From an optimization exercise on the open Yosys and OpenROAD flow, aimed at small area and a short achievable clock period; shortcuts taken in it are not production practice. Where RTL was checked, it was by simulation tests only, not by an equivalence proof against the original.

Setup of tundra:
==> flow/design.v (excerpt) <==
module cubic_fixed #(
    parameter int WID     = 16,    
    parameter int FBITS   = 8      
)(
    input  logic                        clk,
    input  logic                        rst,
    input  logic signed [WID-1:0]       x,
    input  logic signed [WID-1:0]       a0,
    input  logic signed [WID-1:0]       a1,
    input  logic signed [WID-1:0]       a2,
    output logic signed [WID-1:0]       y
);
For scale: roughly 3200 cells after synthesis, about 130 flip-flops, ~82 I/O pins.
Settings: LEC_CHECK=0, ABC_AREA=1, CAP_MARGIN=20, CORE_MARGIN=2, CORE_UTILIZATION=40, PLACE_DENSITY=0.8, SLEW_MARGIN=20, SYNTH_HIERARCHICAL=1; clock period 15.0 ns.
standard.sh (not shown) runs the stock make flow with config.mk's settings and CLKGATE_MAP_FILE= SYNTH_SCRIPT=/design/flow/synth_recipe.tcl, a recipe that flattens the netlist after the stock synthesis.
==> flow/flow/run.sh <==
#!/bin/bash
# Standard ORFS layout (the standard.sh) with two changes:
#  - port buffers use buf_1 instead of the default delay-buffer cell;
#  - timing repair (after floorplan, CTS and global routing) aims for
#    9 ns of setup slack at the 15 ns clock, so the resizer sizes the
#    critical paths.  The SDC (clock period, I/O delays, load) is unchanged.
# Each ORFS step writes its own log under orfs/logs/; make's output goes to
# standard.log.
set -euo pipefail
export BUFFER_PORTS_ARGS="-buffer_cell sky130_fd_sc_hd__buf_1"
export SETUP_SLACK_MARGIN=9
bash standard.sh > standard.log 2>&1
Input-level comparison between zinc and tundra:
Settings: PLACE_DENSITY no longer set, was 0.8.
--- a/flow/flow/run.sh
+++ b/flow/flow/run.sh
@@ -4,3 +4,3 @@
 #  - timing repair (after floorplan, CTS and global routing) aims for
-#    9 ns of setup slack at the 15 ns clock, so the resizer sizes the
+#    8.5 ns of setup slack at the 15 ns clock, so the resizer sizes the
 #    critical paths.  The SDC (clock period, I/O delays, load) is unchanged.
@@ -10,3 +10,3 @@
 export BUFFER_PORTS_ARGS="-buffer_cell sky130_fd_sc_hd__buf_1"
-export SETUP_SLACK_MARGIN=9
+export SETUP_SLACK_MARGIN=8.5
 bash standard.sh > standard.log 2>&1
[summary]
Every stage of the flow completed for zinc, and the final layout passed the timing, DRC and antenna checks. From tundra to zinc the numbers moved as follows: number of ordinary inverters in the final layout decreased by 3 relative to the old numbers; global-route total usage across every layer increased by 0.53 points relative to the old numbers. Re number of logic stages on the critical path including buffering: zinc is 10 down on tundra. Compared with tundra, in zinc sequential share of layout area went up by 0.27 points, final cell count without fillers fell 0.83%, first-pass GRT wire length saw little to no change, total I/O pin count held. tundra reports its end point of the critical path as cs_s_s1[10] while zinc reports q_s0[11].
--- input diff zinc..cedar ---
--- a/flow/flow/run.sh
+++ b/flow/flow/run.sh
@@ -4,3 +4,3 @@
 #  - timing repair (after floorplan, CTS and global routing) aims for
-#    8.5 ns of setup slack at the 15 ns clock, so the resizer sizes the
+#    9 ns of setup slack at the 15 ns clock, so the resizer sizes the
 #    critical paths.  The SDC (clock period, I/O delays, load) is unchanged.
@@ -10,3 +10,3 @@
 export BUFFER_PORTS_ARGS="-buffer_cell sky130_fd_sc_hd__buf_1"
-export SETUP_SLACK_MARGIN=8.5
+export SETUP_SLACK_MARGIN=9
 bash standard.sh > standard.log 2>&1
Summary: with zinc as the reference, area of placed instances in cedar moved up slightly.
cedar vs zinc: multi-input gate area in the final layout up slightly
Compared with zinc, in cedar final worst setup slack +0.37 ns; quantity of gates resized following cts +20.
Here is what was changed in the inputs of yarrow compared with cedar.
--- a/flow/flow/run.sh
+++ b/flow/flow/run.sh
@@ -4,3 +4,3 @@
 #  - timing repair (after floorplan, CTS and global routing) aims for
-#    9 ns of setup slack at the 15 ns clock, so the resizer sizes the
+#    9.25 ns of setup slack at the 15 ns clock, so the resizer sizes the
 #    critical paths.  The SDC (clock period, I/O delays, load) is unchanged.
@@ -10,3 +10,3 @@
 export BUFFER_PORTS_ARGS="-buffer_cell sky130_fd_sc_hd__buf_1"
-export SETUP_SLACK_MARGIN=9
+export SETUP_SLACK_MARGIN=9.25
 bash standard.sh > standard.log 2>&1
Results
Looking at proportion of cell area occupied by registers, yarrow sits 0.43 points below cedar. yarrow: smallest setup slack after layout 0.075 ns above cedar.


== exp/nickel ==
Starting RTL as in the previous note.
Settings: LEC_CHECK=0, ABC_AREA=1, CAP_MARGIN=20, CORE_MARGIN=2, CORE_UTILIZATION=40, SLEW_MARGIN=20, SYNTH_HIERARCHICAL=1; clock period 15.0 ns.
==> flow/flow/run.sh <==
#!/bin/bash
# Standard ORFS layout (the standard.sh) with two changes:
#  - port buffers use buf_1 instead of the default delay-buffer cell;
#  - timing repair (after floorplan, CTS and global routing) aims for
#    9.5 ns of setup slack at the 15 ns clock, so the resizer sizes the
#    critical paths.  The SDC (clock period, I/O delays, load) is unchanged.
# Each ORFS step writes its own log under orfs/logs/; make's output goes to
# standard.log.
set -euo pipefail
export BUFFER_PORTS_ARGS="-buffer_cell sky130_fd_sc_hd__buf_1"
export SETUP_SLACK_MARGIN=9.5
bash standard.sh > standard.log 2>&1
### exp/nickel -> exp/violet
Settings: an added PLACE_DENSITY of 0.45.
--- a/flow/flow/run.sh
+++ b/flow/flow/run.sh
@@ -4,3 +4,3 @@
 #  - timing repair (after floorplan, CTS and global routing) aims for
-#    9.5 ns of setup slack at the 15 ns clock, so the resizer sizes the
+#    9 ns of setup slack at the 15 ns clock, so the resizer sizes the
 #    critical paths.  The SDC (clock period, I/O delays, load) is unchanged.
@@ -10,3 +10,3 @@
 export BUFFER_PORTS_ARGS="-buffer_cell sky130_fd_sc_hd__buf_1"
-export SETUP_SLACK_MARGIN=9.5
+export SETUP_SLACK_MARGIN=9
 bash standard.sh > standard.log 2>&1
==> comparison <==
exp/violet reached the end of the flow, and the finished layout is clean on the timing, DRC and antenna checks. Routability congestion estimate down 8.0% in exp/violet wrt exp/nickel. Of exp/violet and exp/nickel, the higher initial antenna violation count belongs to exp/nickel. Ratio of final minimum period to clock period sits higher in exp/violet than in exp/nickel. Comparing number of gates given a new drive strength after cts for exp/violet and exp/nickel, the bigger number came from exp/nickel. Lower post-layout minimum cycle time among exp/violet and exp/nickel: exp/nickel.
The following lists how exp/maple was set up differently from exp/violet:
Settings: SLEW_MARGIN now 5, was 20; PLACE_DENSITY no longer set, was 0.45; CAP_MARGIN now 5, was 20.
Notes after the runs:
exp/maple vs exp/violet: design area down
What exp/maple reported for total wirelength of the detailed-routed design has to be multiplied by 1.14 to get the figure for exp/violet.
Lower worst hold slack goes to exp/violet over exp/maple.
Run comparison: exp/violet timing endpoint of the critical path qn_s0[12]$_DFF_P_; exp/maple timing endpoint of the critical path q_s0[11]$_DFF_P_
[inputs] exp/willow vs exp/maple
Settings: changing CAP_MARGIN from 5 to 20; changing SLEW_MARGIN from 5 to 20; setting CTS_BUF_LIST to sky130_fd_sc_hd__clkbuf_4 sky130_fd_sc_hd__clkbuf_8 for the first time.
==> comparison <==
- A cell with the largest stage delay on the worst path of sky130_fd_sc_hd__fa_1 is what exp/willow shows, while sky130_fd_sc_hd__fa_2 belongs to exp/maple.
- Diff exp/maple -> exp/willow: wire length of the first global-routing pass ~0 delta, via count ~0 delta, cell area -240 um2, setup slack +20 ps.
--- input diff exp/willow..exp/onyx ---
Settings: a deleted CTS_BUF_LIST that had been sky130_fd_sc_hd__clkbuf_4 sky130_fd_sc_hd__clkbuf_8; an added GPL_TIMING_DRIVEN of 0.
## What came out
Multi-input combinational area share, exp/onyx and exp/willow, higher one = exp/willow.
exp/onyx supports a lower top clock frequency than exp/willow.
exp/onyx ends up with higher routed length on met2 than exp/willow does.
Relative to exp/willow, the met2 global-route usage of exp/onyx is higher by 2.2 points.
On routability-driven placement congestion ratio: between exp/onyx and exp/willow, it ends up lower for exp/willow.
Flip-flop and latch count: exp/willow vs exp/onyx identical
diff inputs: exp/onyx => exp/umber
Settings: putting GPL_ROUTABILITY_DRIVEN at 0 where nothing was set; swapping 40 for 55 in CORE_UTILIZATION; clearing GPL_TIMING_DRIVEN, which used to be 0.
### Flow results
Min final cell count across exp/onyx and exp/umber: exp/umber
exp/umber -> exp/onyx: number of design rule violations left after detail routing delta 0, exact match
Looking at setup slack, exp/umber sits 54 ps above exp/onyx.
On share of the clock period used by the worst path after layout: between exp/onyx and exp/umber, it ends up lower for exp/umber.


rev 12:
cubic_fixed again, from the RTL that the note above started with.
Settings: LEC_CHECK=0, ABC_AREA=1, CAP_MARGIN=20, CORE_MARGIN=2, CORE_UTILIZATION=40, SLEW_MARGIN=20, SYNTH_HIERARCHICAL=1; clock period 15.0 ns.
==> flow/flow/run.sh <==
#!/bin/bash
# Standard ORFS layout (the standard.sh) with two changes:
#  - port buffers use buf_1 instead of the default delay-buffer cell;
#  - timing repair (after floorplan, CTS and global routing) aims for
#    10 ns of setup slack at the 15 ns clock, so the resizer sizes the
#    critical paths.  The SDC (clock period, I/O delays, load) is unchanged.
# Each ORFS step writes its own log under orfs/logs/; make's output goes to
# standard.log.
set -euo pipefail
export BUFFER_PORTS_ARGS="-buffer_cell sky130_fd_sc_hd__buf_1"
export SETUP_SLACK_MARGIN=10
bash standard.sh > standard.log 2>&1
Rev 12 | status: complete | timing, DRC, antenna: pass
For rev 13, these inputs were changed with respect to rev 12:
- an added CTS_BUF_LIST of sky130_fd_sc_hd__clkbuf_8
- an added CTS_CLUSTER_SIZE of 30
diff --git a/flow/flow/run.sh b/flow/flow/run.sh
--- a/flow/flow/run.sh
+++ b/flow/flow/run.sh
@@ -4,3 +4,3 @@
 #  - timing repair (after floorplan, CTS and global routing) aims for
-#    10 ns of setup slack at the 15 ns clock, so the resizer sizes the
+#    9 ns of setup slack at the 15 ns clock, so the resizer sizes the
 #    critical paths.  The SDC (clock period, I/O delays, load) is unchanged.
@@ -10,3 +10,3 @@
 export BUFFER_PORTS_ARGS="-buffer_cell sky130_fd_sc_hd__buf_1"
-export SETUP_SLACK_MARGIN=10
+export SETUP_SLACK_MARGIN=9
 bash standard.sh > standard.log 2>&1
==> comparison <==
- Rev 13 vs rev 12: count of buffers not belonging to the clock network in the layout down
- Rev 12 -> rev 13: count of nets left with antenna violations after detail routing delta 0, exact match
- Diff rev 12 -> rev 13 | sequential share of layout area | increase of 1.5 points
- Compared with rev 12, first-iteration DRC count in rev 13 decreased by more than 10%.


cubic_fixed, a different RTL version from the one above (not shown whole).
Size: ~3,100 cells after synthesis, about 120 flip-flops, roughly 24,000 µm² of cells after synthesis.
clock: 15.0 ns
lec_check: 0
abc_area: 1
cap_margin: 20
core_margin: 2
core_utilization: 40
slew_margin: 20
synth_hierarchical: 1
==> flow/flow/run.sh <==
#!/bin/bash
# Standard ORFS layout (the standard.sh) with two changes:
#  - port buffers use buf_2 instead of the default delay-buffer cell;
#  - timing repair (after floorplan, CTS and global routing) aims for
#    8.5 ns of setup slack at the 15 ns clock, so the resizer sizes the
#    critical paths.  The SDC (clock period, I/O delays, load) is unchanged.
# Each ORFS step writes its own log under orfs/logs/; make's output goes to
# standard.log.
set -euo pipefail
export BUFFER_PORTS_ARGS="-buffer_cell sky130_fd_sc_hd__buf_2"
export SETUP_SLACK_MARGIN=8.5
bash standard.sh > standard.log 2>&1
The starting point went through all stages and came out clean.
Change:
--- a/flow/flow/run.sh
+++ b/flow/flow/run.sh
@@ -3 +3 @@
-#  - port buffers use buf_2 instead of the default delay-buffer cell;
+#  - port buffers use buf_1 instead of the default delay-buffer cell;
@@ -10 +10 @@
-export BUFFER_PORTS_ARGS="-buffer_cell sky130_fd_sc_hd__buf_2"
+export BUFFER_PORTS_ARGS="-buffer_cell sky130_fd_sc_hd__buf_1"
Effect:
- The changed run completed without violations
- hold slack loses 0.016 ns
- flip-flop and latch count does not change
- critical path depth came out lower by 3
- clock skew came out higher by 0.0031 ns
- first-iteration DRC count came out lower by about 10%
- setup slack gains 0.056 ns
- final cell count barely changes
- cell area barely changes
No run of this note included a check of the RTL's function; only the layout flow was run.

port drivers added, routing unchanged:
How much do the figures lean on ideal ports? The routed layouts below were timed once more, with nothing changed but the port constraints.
Step 1 (the two cells are an assumption about what drives the block):
set clk [get_ports {clk}]
set_driving_cell -lib_cell sky130_fd_sc_hd__clkbuf_16 $clk
set_driving_cell -lib_cell sky130_fd_sc_hd__buf_2 [delete_from_list [all_inputs] $clk]
Step 2 also shifts input and output timing later by t, the mid clock arrival at the registers, as if the neighbouring blocks saw the same clock.
Slacks: ideal ports / drivers / drivers and shift; pairs: ideal ports / drivers.
run | t, ns | setup WS [ns] | hold WS [ns] | worst slew at a driven data input, ns | pins driven straight from the clock port
tundra | 0.536 | 9.139 / 9.139 / 8.642 | 0.413 / 0.413 / 0.413 | 0.09 | 1
zinc | 0.540 | 8.768 / 8.800 / 8.261 | 0.413 / 0.413 / 0.413 | 0.08 | 1
cedar | 0.532 | 9.133 / 9.155 / 8.623 | 0.415 / 0.415 / 0.415 | 0.08 | 1
yarrow | 0.535 | 9.208 / 9.245 / 8.710 | 0.412 / 0.412 / 0.412 | 0.07 | 1
exp/nickel | 0.540 | 9.276 / 9.291 / 8.764 | 0.413 / 0.413 / 0.413 | 0.09 | 1
exp/violet | 0.532 | 9.123 / 9.138 / 8.605 | 0.410 / 0.410 / 0.410 | 0.06 | 1
exp/maple | 0.532 | 9.133 / 9.155 / 8.623 | 0.415 / 0.415 / 0.415 | 0.08 | 1
exp/willow | 0.587 | 9.153 / 9.173 / 8.604 | 0.420 / 0.420 / 0.420 | 0.08 | 1
exp/onyx | 0.549 | 9.095 / 9.136 / 8.587 | 0.427 / 0.427 / 0.427 | 0.06 | 1
exp/umber | 0.524 | 9.149 / 9.181 / 8.657 | 0.415 / 0.415 / 0.415 | 0.08 | 1
rev 12 | 0.537 | 9.255 / 9.257 / 8.720 | 0.412 / 0.412 / 0.412 | 0.13 | 1
rev 13 | 0.587 | 9.153 / 9.173 / 8.604 | 0.420 / 0.420 / 0.420 | 0.08 | 1
the first run of note 4 | 0.534 | 8.753 / 8.756 / 8.259 | 0.428 / 0.428 / 0.428 | 0.05 | 1
the second run of note 4 | 0.526 | 8.808 / 8.838 / 8.318 | 0.413 / 0.413 / 0.413 | 0.05 | 1
After both steps every run listed still meets setup and hold.
